Source: an optimization exercise on an open RTL-to-GDS flow (aim: small area). Production flows keep margins and buffers that such runs may drop.
The RTL was checked by simulation tests, not by an equivalence proof against the original design.
The clock port is modelled as an ideal driver; clocking choices that lean on that would not hold on a real chip.
Power is estimated from default activity; no workload was simulated.

--- design/flow/config.mk ---
export PLATFORM = sky130hd
export DESIGN_NAME = LaccpFineOffset
export DESIGN_NICKNAME = LaccpFineOffset
export VERILOG_FILES = /design/flow/design.v
export SDC_FILE = /design/flow/constraint.sdc
export NUM_CORES = 4
export LEC_CHECK = 0
export CAP_MARGIN = 0
export CORE_MARGIN = 2
export CORE_UTILIZATION = 40
export SLEW_MARGIN = 0
--- design/flow/constraint.sdc ---
create_clock -name core_clock -period 8.0 [get_ports {clk}]
set_input_delay 1.6000 -clock core_clock [delete_from_list [all_inputs] [get_ports {clk}]]
set_output_delay 1.6000 -clock core_clock [all_outputs]
set_load 0.01 [all_outputs]
--- design/flow/design.v ---
`timescale 1ns / 1ps
module LaccpFineOffset (
    input  wire               clk,
    input  wire [8:0]         cntValueInitSec,
    input  wire [8:0]         cntValueSlaveInitSec,
    input  wire [4:0]         idelayTapSec,
    input  wire signed [3:0]  serdesLatencySec,
    input  wire [8:0]         cntValueInitPri,
    input  wire [8:0]         cntValueSlaveInitPri,
    input  wire [4:0]         idelayTapPri,
    input  wire signed [3:0]  serdesLatencyPri,
    input  wire signed [11:0] calibDelay,
    input  wire signed [11:0] calibDelayRx,
    output reg  signed [15:0] fineOffset
);
    reg [5:0]  cnt;
    reg [8:0]  r1, r2;
    reg [15:0] T;
    reg [19:0] acc;
    reg        cy;
    wire       endP = cnt[5];
    wire [4:0] j    = cnt[4:0];
    wire [8:0] c  = endP ? cntValueInitPri      : cntValueInitSec;
    wire [8:0] s  = endP ? cntValueSlaveInitPri : cntValueSlaveInitSec;
    wire [4:0] t  = endP ? idelayTapPri         : idelayTapSec;
    wire [3:0] l  = endP ? serdesLatencyPri     : serdesLatencySec;
    wire c_zero = (c == 9'd0);
    wire c_ge54 = (c >= 9'd54);
    wire c_ge56 = (c >= 9'd56);
    wire [4:0] p = {j[4:2] + {2'b00, endP}, j[1:0]};
    wire div_act = (p >= 5'd8)  && (p <= 5'd26);
    wire step0   = (p == 5'd8);
    wire horner  = (p >= 5'd15) && (p <= 5'd26);
    wire mult    = (p >= 5'd27);
    wire [2:0] mi = p[2:0] - 3'd3;       
    wire frc     = (cnt == 6'd31);
    wire cdr_cyc = (cnt == 6'd60);
    wire ld_cyc  = (cnt == 6'd63);
    wire [8:0]  x1 = c - 9'd54;
    wire        ok1 = div_act && c_ge56;
    wire        ok2 = div_act && (s[8:1] != 8'd0) && !c_zero;
    wire [9:0]  w1 = {r1, step0};
    wire [9:0]  w2 = {r2, step0};
    wire [9:0]  xb1 = ~{1'b0, x1};
    wire [9:0]  xb2 = ~{1'b0, s};
    wire [10:0] k1, k2;
    wire [9:0]  d1, d2;
    assign k1[0] = 1'b1;
    assign k2[0] = 1'b1;
    genvar i;
    generate for (i = 0; i < 10; i = i + 1) begin : g_div
        assign d1[i]   = w1[i] ^ xb1[i] ^ k1[i];
        assign k1[i+1] = (w1[i] & xb1[i]) | (k1[i] & (w1[i] ^ xb1[i]));
        assign d2[i]   = w2[i] ^ xb2[i] ^ k2[i];
        assign k2[i+1] = (w2[i] & xb2[i]) | (k2[i] & (w2[i] ^ xb2[i]));
    end endgenerate
    wire q1 = ok1 && k1[10];
    wire q2 = ok2 && k2[10];
    always @(posedge clk) begin
        r1 <= q1 ? d1[8:0] : w1[8:0];
        r2 <= q2 ? d2[8:0] : w2[8:0];
    end
    wire [3:0] h = p[3:0] - 4'd15;    
    wire inj = horner && ((c_zero && (h == 4'd1 || h == 4'd3)) ||
                          (!c_zero && !c_ge54 && h == 4'd9));
    wire q1e = (q1 && horner) || inj;
    wire q2e = q2 && horner;
    wire [11:0] tc;
    assign tc[0] = 1'b0;
    assign tc[1] = q1e & q2e;
    generate for (i = 1; i < 11; i = i + 1) begin : g_t
        assign tc[i+1] = T[i-1] & tc[i];
    end endgenerate
    always @(posedge clk) begin
        T[0] <= q1e ^ q2e;
        T[11:1] <= T[10:0] ^ tc[11:1];
        T[15:12] <= mult ? T[14:11] : 4'd0;
    end
    wire        tb  = mult && t[mi];
    wire        s0  = mult && (mi == 3'd0);
    wire        s1  = mult && (mi == 3'd1);
    wire        us  = !c_zero;
    wire [5:0]  hi  = s0 ? {l[3], l[3], l} : (s1 ? {2'b00, us, 2'b00, !us} : 6'd0);
    wire [19:0] op_t = tb ? {4'd0, T} : 20'd0;
    wire [19:0] op_k = ld_cyc  ? {{4{calibDelay[11]}},   calibDelay,   4'd0} :
                       cdr_cyc ? {{4{calibDelayRx[11]}}, calibDelayRx, 4'd0} : 20'd0;
    wire [19:0] op   = op_t | op_k | {hi, 14'd0};
    wire        sub  = endP && (mult || cdr_cyc);
    wire [19:0] ob   = op ^ {20{sub}};
    wire [19:0] a_in = ld_cyc ? 20'd0 : acc;
    wire [20:0] ac;
    wire [19:0] sum;
    wire [19:0] cin;
    assign ac[0] = sub;
    generate for (i = 0; i < 20; i = i + 1) begin : g_acc
        if (i == 10) begin : g_cut
            assign cin[i] = cy && !ld_cyc;
        end else begin : g_rip
            assign cin[i] = ac[i];
        end
        assign sum[i]  = a_in[i] ^ ob[i] ^ cin[i];
        assign ac[i+1] = (a_in[i] & ob[i]) | (cin[i] & (a_in[i] ^ ob[i]));
    end endgenerate
    always @(posedge clk) begin
        acc <= {sum[19:4], sum[3:0] | {4{frc}}};
        cy  <= ac[10];
        if (ld_cyc)
            fineOffset <= {acc[19], acc[19:5]};
        cnt <= cnt + 6'd1;
    end
endmodule
--- design/flow/flow/run.sh ---
#!/bin/bash
# Standard ORFS flow (the standard.sh), with these changes:
#  - after the standard synthesis, its combinational logic is re-mapped with
#    an area-oriented ABC script (reabc.tcl); flip-flops, adder cells and tie
#    cells are kept as the standard synthesis made them;
#  - ports are buffered with sky130_fd_sc_hd__buf_1 (the smallest buffer);
#  - CTS uses small clock buffers and inserts no dummy loads.
set -euo pipefail
HERE=$(pwd)
R=$HERE/orfs/results/sky130hd/LaccpFineOffset/base
export BUFFER_PORTS_ARGS="-buffer_cell sky130_fd_sc_hd__buf_1"
export CTS_ARGS="-sink_clustering_enable -repair_clock_nets -dont_use_dummy_load -buf_list {sky130_fd_sc_hd__clkbuf_4 sky130_fd_sc_hd__clkbuf_8}"

bash standard.sh "$R/1_2_yosys.v" > synth_standard.log 2>&1
cp "$R/1_2_yosys.v" standard_1_2_yosys.v

export LIB=$FLOW_HOME/platforms/sky130hd/lib/sky130_fd_sc_hd__tt_025C_1v80.lib
export DONT_USE="$(make -s -C "$FLOW_HOME" DESIGN_CONFIG="$HERE/config.mk" WORK_HOME="$HERE/orfs" print-DONT_USE_CELLS | sed -n 's/^DONT_USE_CELLS: //p')"
export IN_V=$HERE/standard_1_2_yosys.v OUT_V=$HERE/reabc_1_2_yosys.v STAT_OUT=$HERE/reabc_stat.txt
export TOP=$FLOW_TOP ABC_SCRIPT=$HERE/flow/reabc.abc
yosys -c flow/reabc.tcl > reabc.log 2>&1
cp "$OUT_V" "$R/1_2_yosys.v"

bash standard.sh > standard_flow.log 2>&1
--- design/flow/flow/reabc.abc ---
&get -n
&st
&dch
&nf -R 1000
&put
topo
dnsize
--- design/flow/flow/reabc.tcl ---
# Re-map the combinational logic of the standard synthesis netlist with an
# area-oriented ABC script. Flip-flops, adder cells and tie cells are kept
# as they are (same instances, names and cell types).
yosys -import
set lib $::env(LIB)
read_liberty -ignore_miss_func $lib
read_verilog -sv $::env(IN_V)
hierarchy -top $::env(TOP)
setattr -mod -set keep_hierarchy 1 sky130_fd_sc_hd__df* sky130_fd_sc_hd__edf* sky130_fd_sc_hd__fa_* sky130_fd_sc_hd__ha_* sky130_fd_sc_hd__conb_1
flatten
opt_clean
set du {}
foreach c $::env(DONT_USE) { lappend du -dont_use $c }
abc -liberty $lib {*}$du -script $::env(ABC_SCRIPT)
setundef -zero
hilomap -singleton -hicell sky130_fd_sc_hd__conb_1 HI -locell sky130_fd_sc_hd__conb_1 LO
splitnets
opt_clean -purge
tee -o $::env(STAT_OUT) stat -liberty $lib
blackbox sky130_fd_sc_hd__*
write_verilog -noattr -nohex -nodec $::env(OUT_V)
--- design/flow/standard.sh ---
#!/bin/bash
# synth_recipe.tcl (not shown) runs the flow's synth.tcl, then flattens the netlist and writes it again
# the make line also repeats each setting of config.mk as NAME=value (left out here)
make -C /OpenROAD-flow-scripts/flow DESIGN_CONFIG=/design/flow/config.mk WORK_HOME=/design/flow/orfs CLKGATE_MAP_FILE= SYNTH_SCRIPT=/design/flow/synth_recipe.tcl "${@:-finish}"
==> reports/summary.txt, run 1 <==
f_max = 0.135 GHz
GR Util All Layers = 15.1%
Via density = 4.92
Clock Sinks = 76
clk_skew = 0.0212 ns
hold worst-path end = fineOffset[7]
Initial Utilization = 41.1%
register area = 1670 µm²
total I/O pin count = 95
post-CTS sizing = 0
status = complete, no violations
maximum VDD drop = 0.0000890 V
Worst R2R End = T[11]
Buffers on Ports = 94
Area Overhead vs Synth = 17.1%
Fin. Hold Viols = 0
most frequent cells in the layout = buf_1, dfxtp_1, nand2_1, clkinv_1, fa_1
RSZ-0062 raised after global routing = no
worst hold path depth = 0
Mapped Avg Cell Area = 11.0 µm²
Fillers = 991
DP Area = 4820 µm²
Fin Hold WS = 0.428 ns
multi-input logic area = 2420 µm²
Rel. slew slack = 58.5%
initial antenna violation count = 0
Clk Latency, worst-skew pair = 0.33 ns
Iteration-0 DRC Markers = 147
Finish-stage setup viols = 0
CP required = 8.23 ns
layout cells sized above 1 = 4.44%
worst-margin pin slew = 0.622 ns
cts hold-fix bufs = 0
Max FO, Critical Path = 3
CTS tree = done
vias in the first global route = 3082
Setup crit start kind = input pin
Root Buffer = clkbuf_8
DR vias = 3103
max_cap viols = 0
synthesized instance count = 383
Util after Layout = 48.1%
chip width = 107 µm
wire length per cell after detailed routing = 12.7 µm
Setup Buffers After CTS = 0
chip height = 107 µm
CTS Buffer Depth = 2
PwrDens = 205 nW/µm²
Clock Pin Slew Worst Setup and Hold Paths = 0.08 ns
RD Place Congestion = 0.755
H-tree depth = 3
post-detailed-route DRC marker count = 0
DP Wirelength = 6320 µm
Tmin final = 7.41 ns
Hold Path Class = flop to flop
WL final = 7990 µm
Setup TNS = 0 ns
FF-to-FF setup slack = 0.81 ns
Post-DRT Antenna Nets = 0
r2r worst-path depth = 30
Post-Layout Inst Area = 4940 µm²
fraction of the cycle the final worst path needs = 92.6%
CTS Buf Count = 9
LEAKAGE = 0.00173 µW
TritonRoute pass-1 iters = 5
commonest non-fill, non-tap cell in the layout = buf_1
Syn Nets = 516
first-pass GRT wire length = 13700 µm
Die ar. = 11400 µm²
global route overflow = 0
Arr. time, crit path = 7.64 ns
core box area = 10300 µm²
largest net degree at the start of global routing = 45
Site Rows = 37
critical path class = input pin to flop
Pwr Total = 1010 µW
fin. max-slew vios = 0
worst r2r src = cnt[0]
Yosys warnings = 1
# nets final = 630
n_diodes = 0
Critical Path Start = cntValueInitPri[1]
post-synth design cell area = 4220 µm²
Hold Path Origin = acc[12]
Worst Setup End Kind = flop
-- how the worst max path moves through the flow --
stage	endpoint	slack [ns]	cells past startpoint
6_report	T[11]	0.59	27
5_1_grt	T[11]	0.32	29
4_1_cts	T[11]	0.61	27
3_5_place_dp	T[11]	0.28	27
3_3_place_gp	T[11]	0.35	27
2_1_floorplan	T[11]	0.12	31
-- layer usage --
metal | GRT usage [%] | vias up | part of all wire (%)
li1 | - | 1547 | -
met1 | 19.6 | 1481 | 47
met2 | 25.5 | 70 | 47
met3 | 2.55 | 5 | 4.3
met4 | 5.38 | 0 | 0.93
met5 | 0 | - | 0
-- sequential cells by signal, indices dropped and copies added (netlist names) --
| name | flops |
|---|---|
| T | 16 |
| acc | 20 |
| cnt | 6 |
| cy | 1 |
| fineOffset | 15 |
| r1 | 9 |
| r2 | 9 |
-- critical path, cell delays in order --
cell and delay, ns:
buf_1 0.08, mux2_1 0.36, fa_1 0.43, fa_1 0.40, fa_1 0.40, fa_1 0.38, fa_1 0.39, fa_1 0.39
fa_1 0.37, clkinv_1 0.07, fa_1 0.16, nor2b_1 0.13, nor3_1 0.08, a31oi_1 0.17, a21oi_1 0.10, ha_1 0.21
ha_1 0.18, ha_1 0.17, ha_1 0.18, ha_1 0.18, ha_1 0.17, ha_1 0.18, ha_1 0.18, ha_1 0.18
ha_1 0.18, ha_1 0.19, xor2_1 0.14
-- layout make-up --
| type | instances | area share (%) |
|---|---|---|
| Multi-Input combinational cell | 272 | 49.0 |
| Sequential cell | 76 | 33.9 |
| Timing Repair Buffer | 103 | 8.51 |
| Tap cell | 136 | 3.44 |
| Inverter | 35 | 2.66 |
| Clock buffer | 9 | 2.51 |
-- report_power, final --
group	internal, µW	leakage, µW	total [µW]	switching, µW
sequential	477	0.000639	526	49.0
clock	101	0.0000647	217	116
combinational	137	0.00103	271	134
total	715	0.00173	1010	299
-- per-stage QoR --
step	setup slack (ns)	cells
2_1_floorplan	0.123	383
3_3_place_gp	0.348	622
3_5_place_dp	0.278	622
4_1_cts	0.613	631
5_1_grt	0.325	631
6_report	0.593	631
==> run 2, diff against run 1 <==
--- a/design/flow/config.mk
+++ b/design/flow/config.mk
@@ -5,7 +5,7 @@
 export SDC_FILE = /design/flow/constraint.sdc
 export NUM_CORES = 4
 export LEC_CHECK = 0
-export CAP_MARGIN = 0
+export CAP_MARGIN = 20
 export CORE_MARGIN = 2
 export CORE_UTILIZATION = 40
-export SLEW_MARGIN = 0
+export SLEW_MARGIN = 20
==> run 2 against run 1 <==
Effect of this change:
- critical path depth did not move
- clock skew did not move
- critical path type unchanged
- area after synthesis stayed put
- clock power is essentially flat
- power unchanged
- worst setup slack unchanged
- still clean on timing, DRC and antenna
- sequential share of layout area did not move
- flip-flop and latch count stayed put
==> reports/summary.txt, run 2 <==
Setup Buffers After CTS = 0 (unchanged)
H-tree depth = 3 (unchanged)
Tmin final = 7.41 ns (unchanged)
Yosys warnings = 1 (unchanged)
critical path class = input pin to flop
maximum VDD drop = 0.0000890 V (unchanged)
# nets final = 630 (unchanged)
DP Wirelength = 6320 µm (unchanged)
Mapped Avg Cell Area = 11.0 µm² (unchanged)
post-CTS sizing = 0 (unchanged)
post-detailed-route DRC marker count = 0 (unchanged)
worst hold path depth = 0 (unchanged)
most frequent cells in the layout = buf_1, dfxtp_1, nand2_1, clkinv_1, fa_1
Rel. slew slack = 58.5% (unchanged)
max reg flops = 20 (unchanged)
CP required = 8.23 ns (about the same)
DP Area = 4820 µm² (unchanged)
Hold Path Origin = acc[12]
initial antenna violation count = 0 (unchanged)
wire length per cell after detailed routing = 12.7 µm (unchanged)
Clk Latency, worst-skew pair = 0.33 ns (about the same)
GR Util All Layers = 15.1% (unchanged)
CTS Buffer Depth = 2 (unchanged)
Root Buffer = clkbuf_8
synthesized instance count = 383 (unchanged)
Worst Setup End Kind = flop
CTS Buf Count = 9 (unchanged)
LEAKAGE = 0.00173 µW (unchanged)
RD Place Congestion = 0.755 (unchanged)
Initial Utilization = 41.1% (unchanged)
Buffers on Ports = 94 (unchanged)
total I/O pin count = 95 (unchanged)
Max FO, Critical Path = 3 (unchanged)
WL final = 7990 µm (unchanged)
Iteration-0 DRC Markers = 147 (unchanged)
dpl ws = 0.278 ns (unchanged)
f_max = 0.135 GHz (unchanged)
max_cap viols = 0 (unchanged)
post-synth design cell area = 4220 µm² (unchanged)
Post-DRT Antenna Nets = 0 (unchanged)
Finish-stage setup viols = 0 (unchanged)
Area Overhead vs Synth = 17.1% (unchanged)
Setup crit start kind = input pin
layout cells sized above 1 = 4.44% (unchanged)
Clock Pin Slew Worst Setup and Hold Paths = 0.08 ns (about the same)
Clock Sinks = 76 (unchanged)
Setup TNS = 0 ns (unchanged)
RSZ-0062 raised after global routing = no
Die ar. = 11400 µm² (unchanged)
chip width = 107 µm (unchanged)
Syn Nets = 516 (unchanged)
core box area = 10300 µm² (unchanged)
Via density = 4.92 (unchanged)
Critical Path Start = cntValueInitPri[1]
FF-to-FF setup slack = 0.81 ns (about the same)
Post-Layout Inst Area = 4940 µm² (unchanged)
Arr. time, crit path = 7.64 ns (about the same)
vias in the first global route = 3082 (unchanged)
status = complete, no violations
largest registers = acc (20), T (16), fineOffset (15)
TritonRoute pass-1 iters = 5 (unchanged)
Hold Path Class = flop to flop
PwrDens = 205 nW/µm² (unchanged)
Pwr Total = 1010 µW (unchanged)
Site Rows = 37 (unchanged)
fin. max-slew vios = 0 (unchanged)
cts hold-fix bufs = 0 (unchanged)
largest net degree at the start of global routing = 45 (unchanged)
DR vias = 3103 (unchanged)
Worst R2R End = T[11]
worst r2r src = cnt[0]
n_diodes = 0 (unchanged)
register name with the most flops = acc
setup slack after layout = 0.593 ns (unchanged)
global route overflow = 0 (unchanged)
fraction of the cycle the final worst path needs = 92.6% (unchanged)
r2r worst-path depth = 30 (unchanged)
chip height = 107 µm (unchanged)
first-pass GRT wire length = 13700 µm (unchanged)
Fin. Hold Viols = 0 (unchanged)
hold worst-path end = fineOffset[7]
commonest non-fill, non-tap cell in the layout = buf_1
CTS tree = done
worst-margin pin slew = 0.622 ns (unchanged)
clk_skew = 0.0212 ns (unchanged)
[run 2: layout make-up]
| cell class | count | area, µm² |
|---|---|---|
| flip-flops and latches | 76 | 1670 |
| fillers | 991 | 5340 |
| multi-input cells | 272 | 2420 |
| repair buffers | 103 | 420 |
| clock buffers | 9 | 124 |
| well taps | 136 | 170 |
| inverters | 35 | 131 |
[run 2: critical path: stages]
cell and delay (ns):
buf_1 0.08, mux2_1 0.36, fa_1 0.43, fa_1 0.40
fa_1 0.40, fa_1 0.38, fa_1 0.39, fa_1 0.39
fa_1 0.37, clkinv_1 0.07, fa_1 0.16, nor2b_1 0.13
nor3_1 0.08, a31oi_1 0.17, a21oi_1 0.10, ha_1 0.21
ha_1 0.18, ha_1 0.17, ha_1 0.18, ha_1 0.18
ha_1 0.17, ha_1 0.18, ha_1 0.18, ha_1 0.18
ha_1 0.18, ha_1 0.19, xor2_1 0.14
[run 2: worst max path at each step]
stage                 end  slack (ns)
detailed placement  T[11]        0.28
global route        T[11]        0.32
CTS                 T[11]        0.61
global placement    T[11]        0.35
finish              T[11]        0.59
floorplan           T[11]        0.12
[run 2: per-stage QoR]
stage	utilization, %	hold WS, ns	cells
after global placement	46.9	0.412	622
after detailed placement	46.9	0.416	622
after CTS	48.1	0.431	631
after floorplan	-	0.401	383
after global routing	48.1	0.450	631
final	48.1	0.428	631
[run 2: power breakdown]
group          internal [µW]  leakage [µW]  switching [µW]
clock network            101     0.0000647             116
registers                477      0.000639            49.0
logic                    137       0.00103             134
total                    715       0.00173             299
[run 2: per-layer routing]
layer  global-route usage (%)  wire [µm]
met2                     25.5       3790
met5                        0          0
met4                     5.38         74
met1                     19.6       3780
met3                     2.55        341
==> run 3, diff against run 2 <==
--- a/design/flow/flow/run.sh
+++ b/design/flow/flow/run.sh
@@ -4,11 +4,14 @@
 #    an area-oriented ABC script (reabc.tcl); flip-flops, adder cells and tie
 #    cells are kept as the standard synthesis made them;
 #  - ports are buffered with sky130_fd_sc_hd__buf_1 (the smallest buffer);
-#  - CTS uses small clock buffers and inserts no dummy loads.
+#  - the clock is buffered by flow/pre_cts.tcl (a clkbuf_4 driving six
+#    clkbuf_8, each next to a sixth of the registers) instead of
+#    TritonCTS's H-tree.
 set -euo pipefail
 HERE=$(pwd)
 R=$HERE/orfs/results/sky130hd/LaccpFineOffset/base
 export BUFFER_PORTS_ARGS="-buffer_cell sky130_fd_sc_hd__buf_1"
+export PRE_CTS_TCL=$HERE/flow/pre_cts.tcl
 export CTS_ARGS="-sink_clustering_enable -repair_clock_nets -dont_use_dummy_load -buf_list {sky130_fd_sc_hd__clkbuf_4 sky130_fd_sc_hd__clkbuf_8}"
 
 bash standard.sh "$R/1_2_yosys.v" > synth_standard.log 2>&1
==> design/flow/flow/pre_cts.tcl (new file) <==
# Clock buffering in place of TritonCTS's H-tree: the registers are split by
# position into NCOL x NROW groups of about equal size (by x, then by y); a
# clkbuf_8 at the middle of each group drives its clock pins, and one
# clkbuf_4 fed by the clock port drives the group buffers. Every register is
# two equal buffer stages from the clock port.
set ncol 3
set nrow 2
set block [ord::get_db_block]
set db [ord::get_db]
set clk_net [$block findNet clk]
set sinks {}
foreach it [$clk_net getITerms] {
  set bb [[$it getInst] getBBox]
  lappend sinks [list [expr {([$bb xMin] + [$bb xMax]) / 2}] [expr {([$bb yMin] + [$bb yMax]) / 2}] $it]
}
set n [llength $sinks]
# NCOL columns by x, each split in NROW rows by y
set byx [lsort -integer -index 0 $sinks]
set groups {}
for {set c 0} {$c < $ncol} {incr c} {
  set col [lrange $byx [expr {$c * $n / $ncol}] [expr {($c + 1) * $n / $ncol - 1}]]
  set byy [lsort -integer -index 1 $col]
  set m [llength $byy]
  for {set r 0} {$r < $nrow} {incr r} {
    lappend groups [lrange $byy [expr {$r * $m / $nrow}] [expr {($r + 1) * $m / $nrow - 1}]]
  }
}
set root_m [$db findMaster sky130_fd_sc_hd__clkbuf_4]
set leaf_m [$db findMaster sky130_fd_sc_hd__clkbuf_8]
set root [odb::dbInst_create $block $root_m clkbuf_root]
set trunk [odb::dbNet_create $block clk_trunk]
$trunk setSigType CLOCK
set gi 0; set rx 0; set ry 0
foreach g $groups {
  set buf [odb::dbInst_create $block $leaf_m clkbuf_leaf_$gi]
  set net [odb::dbNet_create $block clk_leaf_$gi]
  $net setSigType CLOCK
  set sx 0; set sy 0
  foreach s $g {
    set it [lindex $s 2]
    $it disconnect
    $it connect $net
    set sx [expr {$sx + [lindex $s 0]}]
    set sy [expr {$sy + [lindex $s 1]}]
  }
  set cx [expr {$sx / [llength $g]}]; set cy [expr {$sy / [llength $g]}]
  [$buf findITerm A] connect $trunk
  [$buf findITerm X] connect $net
  $buf setLocation $cx $cy
  $buf setPlacementStatus PLACED
  set rx [expr {$rx + $cx}]; set ry [expr {$ry + $cy}]
  puts "pre_cts: clkbuf_leaf_$gi drives [llength $g] clock pins"
  incr gi
}
[$root findITerm A] connect $clk_net
[$root findITerm X] connect $trunk
$root setLocation [expr {$rx / $gi}] [expr {$ry / $gi}]
$root setPlacementStatus PLACED
set_cts_config -skip_nets [list clk clk_trunk]
--- a/design/flow/config.mk
+++ b/design/flow/config.mk
@@ -8,4 +8,5 @@
 export CAP_MARGIN = 20
 export CORE_MARGIN = 2
 export CORE_UTILIZATION = 40
+export GPL_TIMING_DRIVEN = 0
 export SLEW_MARGIN = 20
==> run 3 against run 2 <==
Effect of this change:
- sequential share of layout area increased by 0.32 points
- fmax decreased by 1.4%
- flip-flop and latch count unchanged
- cell count decreased by 1.1%
==> reports/summary.txt, run 3 <==
status = complete, no violations
first-pass GRT wire length = 13800 µm (+0.70%)
Initial Utilization = 41.1% (unchanged)
FF-to-FF setup slack = 0.53 ns (-0.28 ns)
PwrDens = 201 nW/µm² (-2.1%)
Post-Place Cells = 614 (-1.3%)
CP required = 8.29 ns (+0.06 ns)
Via density = 4.93 (+0.34%)
post-detailed-route DRC marker count = 0 (unchanged)
# nets final = 622 (-1.3%)
clk_skew = 0.00325 ns (-0.0180 ns)
core box area = 10300 µm² (unchanged)
worst-margin pin slew = 0.979 ns (+0.357 ns)
multi-input logic area = 2430 µm² (+0.47%)
RD Place Congestion = 0.806 (+6.8%)
Hold Path Origin = acc[9]
TritonRoute pass-1 iters = 4 (-1)
Mapped Avg Cell Area = 11.0 µm² (unchanged)
cts hold-fix bufs = 0 (unchanged)
Fin. Hold Viols = 0 (unchanged)
commonest non-fill, non-tap cell in the layout = buf_1
wire length per cell after detailed routing = 12.8 µm (+1.5%)
RSZ-0062 raised after global routing = no
CP max-delay cell = fa_1
Finish-stage setup viols = 0 (unchanged)
setup slack after layout = 0.487 ns (-0.106 ns)
fraction of the cycle the final worst path needs = 93.9% (+1.3 points)
Yosys warnings = 1 (unchanged)
initial antenna violation count = 1 (+1)
dpl ws = -0.499 ns (-0.777 ns)
chip width = 107 µm (unchanged)
max_cap viols = 0 (unchanged)
largest registers = acc (20), T (16), fineOffset (15)
Crit path largest cell delay = 0.42 ns (about the same)
Setup TNS = 0 ns (unchanged)
register name with the most flops = acc
max reg flops = 20 (unchanged)
Clock Pin Slew Worst Setup and Hold Paths = 0.08 ns (about the same)
Site Rows = 37 (unchanged)
Top Family by Delay on Critical Path = adder cells
GR Util All Layers = 14.3% (-0.81 points)
post-route insts no fill = 624 (-1.1%)
Tmin final = 7.51 ns (+0.106 ns)
fin. max-slew vios = 0 (unchanged)
worst r2r src = cnt[5]
LEAKAGE = 0.00169 µW (-2.2%)
Critical Path Start = cntValueInitPri[1]
global route overflow = 0 (unchanged)
most frequent cells in the layout = buf_1, dfxtp_1, nand2_1, clkinv_1, fa_1
Fin Hold WS = 0.431 ns (+0.00362 ns)
maximum VDD drop = 0.0000910 V (+2.3%)
Arr. time, crit path = 7.81 ns (+0.17 ns)
Area Overhead vs Synth = 16.2%
synthesized instance count = 383 (unchanged)
r2r worst-path depth = 32 (+6.7%)
Fillers = 992 (+0.10%)
worst hold path depth = 0 (unchanged)
post-synth design cell area = 4220 µm² (unchanged)
hold worst-path end = fineOffset[4]
Worst Setup End Kind = flop
DR vias = 3079 (-0.77%)
Iteration-0 DRC Markers = 146 (-0.68%)
largest net degree at the start of global routing = 28 (-38%)
Setup crit start kind = input pin
Max FO, Critical Path = 11 (+8)
WL final = 8020 µm (+0.36%)
Worst R2R End = T[11]
DP Wirelength = 6140 µm (-3.0%)
layout cells sized above 1 = 3.08% (-1.4 points)
f_max = 0.133 GHz (-1.4%)
vias in the first global route = 3071 (-0.36%)
CP dominant cell by count = ha_1
total I/O pin count = 95 (unchanged)
Hold Path Class = flop to flop
Rel. slew slack = 34.6% (-24 points)
Buffers on Ports = 94 (unchanged)
Buf/Inv on CP = 2 (unchanged)
Post-DRT Antenna Nets = 0 (unchanged)
register area = 1680 µm² (+0.15%)
critical path class = input pin to flop
Syn Nets = 516 (unchanged)
Clk Latency, worst-skew pair = 0.40 ns (+0.07 ns)
Die ar. = 11400 µm² (unchanged)
chip height = 107 µm (unchanged)
run 3: stage by stage:
| stage | utilization, % | instance area (µm²) | total power, µW |
|---|---|---|---|
| 2_1_floorplan | - | 4220 | 722 |
| 3_3_place_gp | 46.2 | 4750 | 787 |
| 3_5_place_dp | 46.5 | 4780 | 808 |
| 4_1_cts | 47.5 | 4880 | 960 |
| 5_1_grt | 47.7 | 4900 | 1080 |
| 6_report | 47.7 | 4900 | 985 |
run 3: layout make-up:
cell class,instances,area share [%]
Antenna cell,1,0.0511
Buffer,7,1.84
Inverter,35,2.68
Multi-Input combinational cell,272,49.6
Sequential cell,76,34.2
Tap cell,136,3.47
Timing Repair Buffer,97,8.14
run 3: what timing repair did:
action	4_1_cts	5_1_grt
buffers inserted	1	1
gates resized for setup	1	1
setup endpoints to repair	5	2
run 3: worst max path at each step:
stage / to / cells past startpoint
after floorplan: T[11] / 31
after global placement: T[11] / 31
after detailed placement: T[11] / 29
after CTS: T[11] / 27
after global routing: T[11] / 32
final: T[11] / 27
run 3: metal layers:
layer | share of wire, % | vias to the layer above | GRT usage [%]
li1 | - | 1537 | -
met1 | 44 | 1463 | 18.9
met2 | 49 | 71 | 26.1
met3 | 5.9 | 8 | 1.64
met4 | 1.1 | 0 | 1.48
met5 | 0 | - | 0
run 3: report_power, final:
group          switching (µW)  leakage, µW  internal (µW)
Clock                     112    0.0000477           72.7
Sequential               47.5     0.000639            476
Combinational             138      0.00101            138
==> run 4, diff against run 3 <==
--- a/design/flow/config.mk
+++ b/design/flow/config.mk
@@ -8,5 +8,4 @@
 export CAP_MARGIN = 20
 export CORE_MARGIN = 2
 export CORE_UTILIZATION = 40
-export GPL_TIMING_DRIVEN = 0
 export SLEW_MARGIN = 20
==> run 4 against run 3 <==
Effect of this change:
- hold slack better by 0.00064 ns
- sequential share of layout area is 0.10 points lower
- clock power hardly changed
- critical path type unchanged
- critical endpoint unchanged
- largest cell class unchanged
- highest routed layer unchanged
==> reports/summary.txt, run 4 <==
CP dominant cell by count = ha_1
CP required = 8.30 ns (about the same)
Tmin final = 7.34 ns (-0.174 ns)
CP max-delay cell = fa_1
# nets final = 628 (+0.96%)
synthesized instance count = 383 (unchanged)
largest net degree at the start of global routing = 45 (+61%)
Mapped Avg Cell Area = 11.0 µm² (unchanged)
global route overflow = 0 (unchanged)
Setup Buffers After CTS = 0 (-1)
DP Wirelength = 6320 µm (+3.1%)
WL final = 7970 µm (-0.54%)
post-detailed-route DRC marker count = 0 (unchanged)
Comb pwr share = 27.5% (-0.5 points)
total I/O pin count = 95 (unchanged)
layout cells sized above 1 = 4.06% (+0.98 points)
chip width = 107 µm (unchanged)
max_cap viols = 0 (unchanged)
core box area = 10300 µm² (unchanged)
clk_skew = 0.00892 ns (+0.00567 ns)
Via density = 4.91 (-0.53%)
Crit path largest cell delay = 0.44 ns (+0.02 ns)
LEAKAGE = 0.00171 µW (+1.2%)
Yosys warnings = 1 (unchanged)
worst-margin pin slew = 0.618 ns (-0.361 ns)
Post-DRT Antenna Nets = 0 (unchanged)
max reg flops = 20 (unchanged)
Setup crit start kind = input pin
first-pass GRT wire length = 13700 µm (-1.0%)
global routing usage on met1 = 19.3% (+0.39 points)
wire length per cell after detailed routing = 12.7 µm (-1.5%)
Die ar. = 11400 µm² (unchanged)
f_max = 0.136 GHz (+2.4%)
fin. max-slew vios = 0 (unchanged)
Buffers on Ports = 94 (unchanged)
DP Area = 4820 µm² (+0.73%)
Finish-stage setup viols = 0 (unchanged)
vias in the first global route = 3055 (-0.52%)
largest registers = acc (20), T (16), fineOffset (15)
clock network fraction of design power = 19.0% (+0.2 points)
cell-internal power = 686 µW (about the same)
Area Overhead vs Synth = 16.3%
TritonRoute pass-1 iters = 7 (+3)
Max FO, Critical Path = 3 (-8)
register name with the most flops = acc
maximum VDD drop = 0.0000890 V (-2.2%)
GR Util All Layers = 14.3% (about the same)
Fin. Hold Viols = 0 (unchanged)
Initial Utilization = 41.1% (unchanged)
Hold Path Class = flop to flop
fraction of the cycle the final worst path needs = 91.7% (-2.2 points)
RD Place Congestion = 0.755 (-6.3%)
PwrDens = 200 nW/µm² (-0.34%)
commonest non-fill, non-tap cell in the layout = buf_1
post-CTS sizing = 0 (-1)
Syn Nets = 516 (unchanged)
grt met3 use = 1.70% (+0.061 points)
Setup TNS = 0 ns (unchanged)
Clk Latency, worst-skew pair = 0.40 ns (about the same)
Clock Pin Slew Worst Setup and Hold Paths = 0.08 ns (about the same)
share of power burned in registers = 53.5% (+0.3 points)
Iteration-0 DRC Markers = 131 (-10%)
chip height = 107 µm (unchanged)
status = complete, no violations
Top Family by Delay on Critical Path = adder cells
Post-Layout Inst Area = 4910 µm² (+0.15%)
most frequent cells in the layout = buf_1, dfxtp_1, nand2_1, clkinv_1, fa_1
cts hold-fix bufs = 0 (unchanged)
NetSw = 296 µW (-0.52%)
Pwr Total = 983 µW (-0.19%)
Rel. slew slack = 58.8% (+24 points)
Fillers = 993 (+0.10%)
Buf/Inv on CP = 2 (unchanged)
Switching Fraction = 30.1% (-0.099 points)
initial antenna violation count = 1 (unchanged)
Site Rows = 37 (unchanged)
DR vias = 3092 (+0.42%)
busiest grt layer = met2
critical path class = input pin to flop
met2 Use GR = 25.5% (-0.55 points)
Arr. time, crit path = 7.64 ns (-0.17 ns)
post-synth design cell area = 4220 µm² (unchanged)
Worst Setup End Kind = flop
RSZ-0062 raised after global routing = no
## run 4: power by group through the flow
stage | registers, µW | clock network [µW] | logic [µW]
after floorplan | 522 | 0 | 200
after global placement | 534 | 0 | 260
after detailed placement | 536 | 0 | 276
final | 526 | 186 | 271
after CTS | 537 | 141 | 279
after global routing | 537 | 209 | 327
## run 4: per-layer routing
metal | share of wire [%] | vias up
li1 | - | 1545
met1 | 46 | 1466
met2 | 48 | 73
met3 | 5.6 | 8
met4 | 0.92 | 0
met5 | 0 | -
## run 4: path summary, 6_finish.rpt
check,from,end,slack (ns),depth (start not counted)
hold / removal,acc[12],fineOffset[7],0.43,0
setup / recovery,cntValueInitPri[1],T[11],0.66,27
hold reg to reg,acc[12],fineOffset[7],0.43,0
setup reg to reg,cnt[0],T[11],0.78,30
## run 4: area by class of cell
cell class                      instances  area [µm²]  share of cell area [%]
Inverter                               35         131                    2.68
Buffer                                  7        90.1                    1.84
Sequential cell                        76        1670                    34.1
Tap cell                              136         170                    3.47
Multi-Input combinational cell        272        2420                    49.3
Antenna cell                            1        2.50                  0.0510
Timing Repair Buffer                  103         420                    8.56
## run 4: worst reg2reg max path, delay by kind of cell, from the launching register on
family                     cells  cell delay (ns)
AOI/OAI and AO/OA              2             0.27
adders and majority gates     21             5.39
xor gates and xnor gates       1             0.14
buffers and inverters          3             0.37
and+or+nand+nor                3             0.42
DFF                            1             0.53
## run 4: metrics by stage
stage                     utilization [%]  setup WS (ns)  instances  hold WS (ns)
after floorplan                         -          0.123        383         0.401
after global placement               46.9          0.348        622         0.412
after detailed placement             46.9          0.278        622         0.416
after CTS                            47.7          0.242        629         0.417
after global routing                 47.7          0.333        629         0.451
final                                47.8          0.661        630         0.432
==> run 5, diff against run 4 <==
==> design/flow/flow/reabc.abc (replaced) <==
&get -n
&st
&if -K 6 -a
&mfs
&st
&dch
&nf -R 1000
&put
topo
dnsize
==> run 5 against run 4 <==
Effect of this change:
- clock skew is 0.0020 ns higher
- die area is 0.43% lower
- routed wire length is 5.9% higher
- worst setup slack improved by 0.091 ns
- global-route usage is 0.81 points higher
- design area down 0.76%
- cell count shrank 1.1%
- critical path depth is 1 lower
==> reports/summary.txt, run 5 <==
largest net degree at the start of global routing = 41 (-8.9%)
register name with the most flops = acc
status = complete, no violations
post-synth design cell area = 4200 µm² (-0.44%)
DP Wirelength = 6580 µm (+4.0%)
Iteration-0 DRC Markers = 118 (-9.9%)
Setup TNS = 0 ns (unchanged)
PwrDens = 183 nW/µm² (-8.5%)
Finish-stage setup viols = 0 (unchanged)
CP dominant cell by count = ha_1
Fin. Hold Viols = 0 (unchanged)
max reg flops = 20 (unchanged)
Rel. slew slack = 51.4% (-7.4 points)
Initial Utilization = 40.9% (-0.18 points)
Area Overhead vs Synth = 16.0%
maximum VDD drop = 0.0000775 V (-13%)
Via density = 4.92 (+0.27%)
first-pass GRT wire length = 14300 µm (+4.5%)
Crit path largest cell delay = 0.42 ns (-0.02 ns)
max_cap viols = 0 (unchanged)
layout cells sized above 1 = 3.49% (-0.57 points)
Pwr Total = 892 µW (-9.2%)
CP required = 8.30 ns (about the same)
Worst Setup End Kind = flop
Tmin final = 7.25 ns (-0.0913 ns)
Post-DRT Antenna Nets = 0 (unchanged)
Syn Nets = 512 (-0.78%)
Arr. time, crit path = 7.55 ns (-0.09 ns)
most frequent cells in the layout = buf_1, dfxtp_1, nand2_1, fa_1, clkinv_1
clk_skew = 0.0109 ns (+0.00196 ns)
chip height = 106 µm (-0.22%)
post-detailed-route DRC marker count = 0 (unchanged)
Mapped Avg Cell Area = 11.1 µm² (+0.61%)
Setup Buffers After CTS = 0 (unchanged)
Post-Layout Inst Area = 4870 µm² (-0.76%)
vias in the first global route = 3065 (+0.33%)
worst-margin pin slew = 0.727 ns (+0.109 ns)
fin. max-slew vios = 0 (unchanged)
Fin Hold WS = 0.436 ns (+0.00425 ns)
TritonRoute pass-1 iters = 6 (-1)
Setup crit start kind = input pin
RD Place Congestion = 0.802 (+6.2%)
synthesized instance count = 379 (-1.0%)
core box area = 10300 µm² (unchanged)
chip width = 106 µm (-0.22%)
wire length per cell after detailed routing = 13.5 µm (+7.1%)
global route overflow = 0 (unchanged)
DR vias = 3066 (-0.84%)
Buffers on Ports = 94 (unchanged)
Clk Latency, worst-skew pair = 0.41 ns (about the same)
GR Util All Layers = 15.1% (+0.81 points)
f_max = 0.138 GHz (+1.3%)
largest registers = acc (20), T (16), fineOffset (15)
post-CTS sizing = 0 (unchanged)
WL final = 8440 µm (+5.9%)
Die ar. = 11300 µm² (-0.43%)
RSZ-0062 raised after global routing = no
Max FO, Critical Path = 3 (unchanged)
Clock Pin Slew Worst Setup and Hold Paths = 0.08 ns (about the same)
DP Area = 4780 µm² (-0.73%)
CP max-delay cell = fa_1
critical path class = input pin to flop
# nets final = 622 (-0.96%)
Yosys warnings = 1 (unchanged)
LEAKAGE = 0.00171 µW (-0.45%)
FF-to-FF setup slack = 0.78 ns (about the same)
n_diodes = 0 (-1)
Site Rows = 37 (unchanged)
Hold Path Class = flop to flop
initial antenna violation count = 1 (unchanged)
cts hold-fix bufs = 0 (unchanged)
fraction of the cycle the final worst path needs = 90.6% (-1.1 points)
commonest non-fill, non-tap cell in the layout = buf_1
total I/O pin count = 95 (unchanged)
==> run 5: cell types whose count changed in the layout (fill, tap and decap cells not counted), sizes merged, moves of 3 or more <==
cell    change
a21oi       -3
clkinv      -3
mux2i       -4
nand2       +8
nor2        -9
o21a        +3
o21ai       +7
xnor2      -18
xor2       +14
==> run 5: metrics by stage <==
step                std cells  util (%)  setup slack [ns]
global route              623      47.4             0.372
detailed placement        616      46.5             0.327
finish                    623      47.4             0.752
floorplan                 379         -             0.279
CTS                       623      47.4             0.316
global placement          616      46.5             0.398
==> run 5: worst paths after layout <==
kind	startpoint	endpoint	cells past startpoint
setup / recovery	cntValueInitPri[1]	T[11]	26
hold / removal	acc[14]	fineOffset[9]	0
setup reg to reg	cnt[2]	T[11]	31
hold reg to reg	acc[14]	fineOffset[9]	0
==> run 5: layout make-up <==
class / count / area, µm²
Tap cell: 136 / 170
Sequential cell: 76 / 1670
Buffer: 7 / 90.1
Fill cell: 989 / 5410
Inverter: 32 / 120
Timing Repair Buffer: 101 / 405
Multi-Input combinational cell: 271 / 2410
==> run 5: critical path, delay by kind of cell <==
family	cells	cell delay [ns]
muxes	1	0.36
xor gates and xnor gates	1	0.14
adders and majority gates	19	4.92
and+or+nand+nor	2	0.18
AOI/OAI and AO/OA	1	0.20
buffers and inverters	2	0.16
==> run 5: routing by layer <==
metal,up-vias,global-route usage [%],share of wire [%]
met5,-,0,0
met4,0,1.02,0.84
met3,7,2.15,5.7
met2,80,27.0,48
met1,1438,20.5,45
li1,1541,-,-
==> run 5: report_power, final <==
group	internal (µW)	leakage (µW)	switching (µW)
sequential	442	0.000616	29.8
clock	72.8	0.0000477	116
combinational	117	0.00104	114
total	631	0.00171	261

separate check: timing with driven ports:
The results above use ideal ports. As a check the final layouts listed here were re-extracted and re-timed, cells and wires unchanged.
Step 1 (the two cells are an assumption about what drives the block):
set clk [get_ports {clk}]
set_driving_cell -lib_cell sky130_fd_sc_hd__clkbuf_16 $clk
set_driving_cell -lib_cell sky130_fd_sc_hd__buf_2 [delete_from_list [all_inputs] $clk]
Step 2 moves the port delays by t, midway between the first and last clock arrival at a register: inputs arrive t later, outputs are due t later. That takes back most of the time a late clock gives input paths.
a / b / c = ideal / step 1 / step 2; a / b = the first two.
run | shift t [ns] | setup WS [ns] | worst data-port slew with drivers (ns)
run 1 | 0.354 | 0.593 / 0.599 / 0.246 | 0.04
run 2 | 0.354 | 0.593 / 0.599 / 0.246 | 0.04
run 3 | 0.430 | 0.487 / 0.499 / 0.069 | 0.04
run 4 | 0.433 | 0.661 / 0.671 / 0.237 | 0.04
run 5 | 0.433 | 0.752 / 0.764 / 0.331 | 0.04
After both steps setup and hold are still met in every run listed. The setup slack of run 4, which loses most, moves by +0.010 ns with the drivers and by -0.424 ns with both steps.
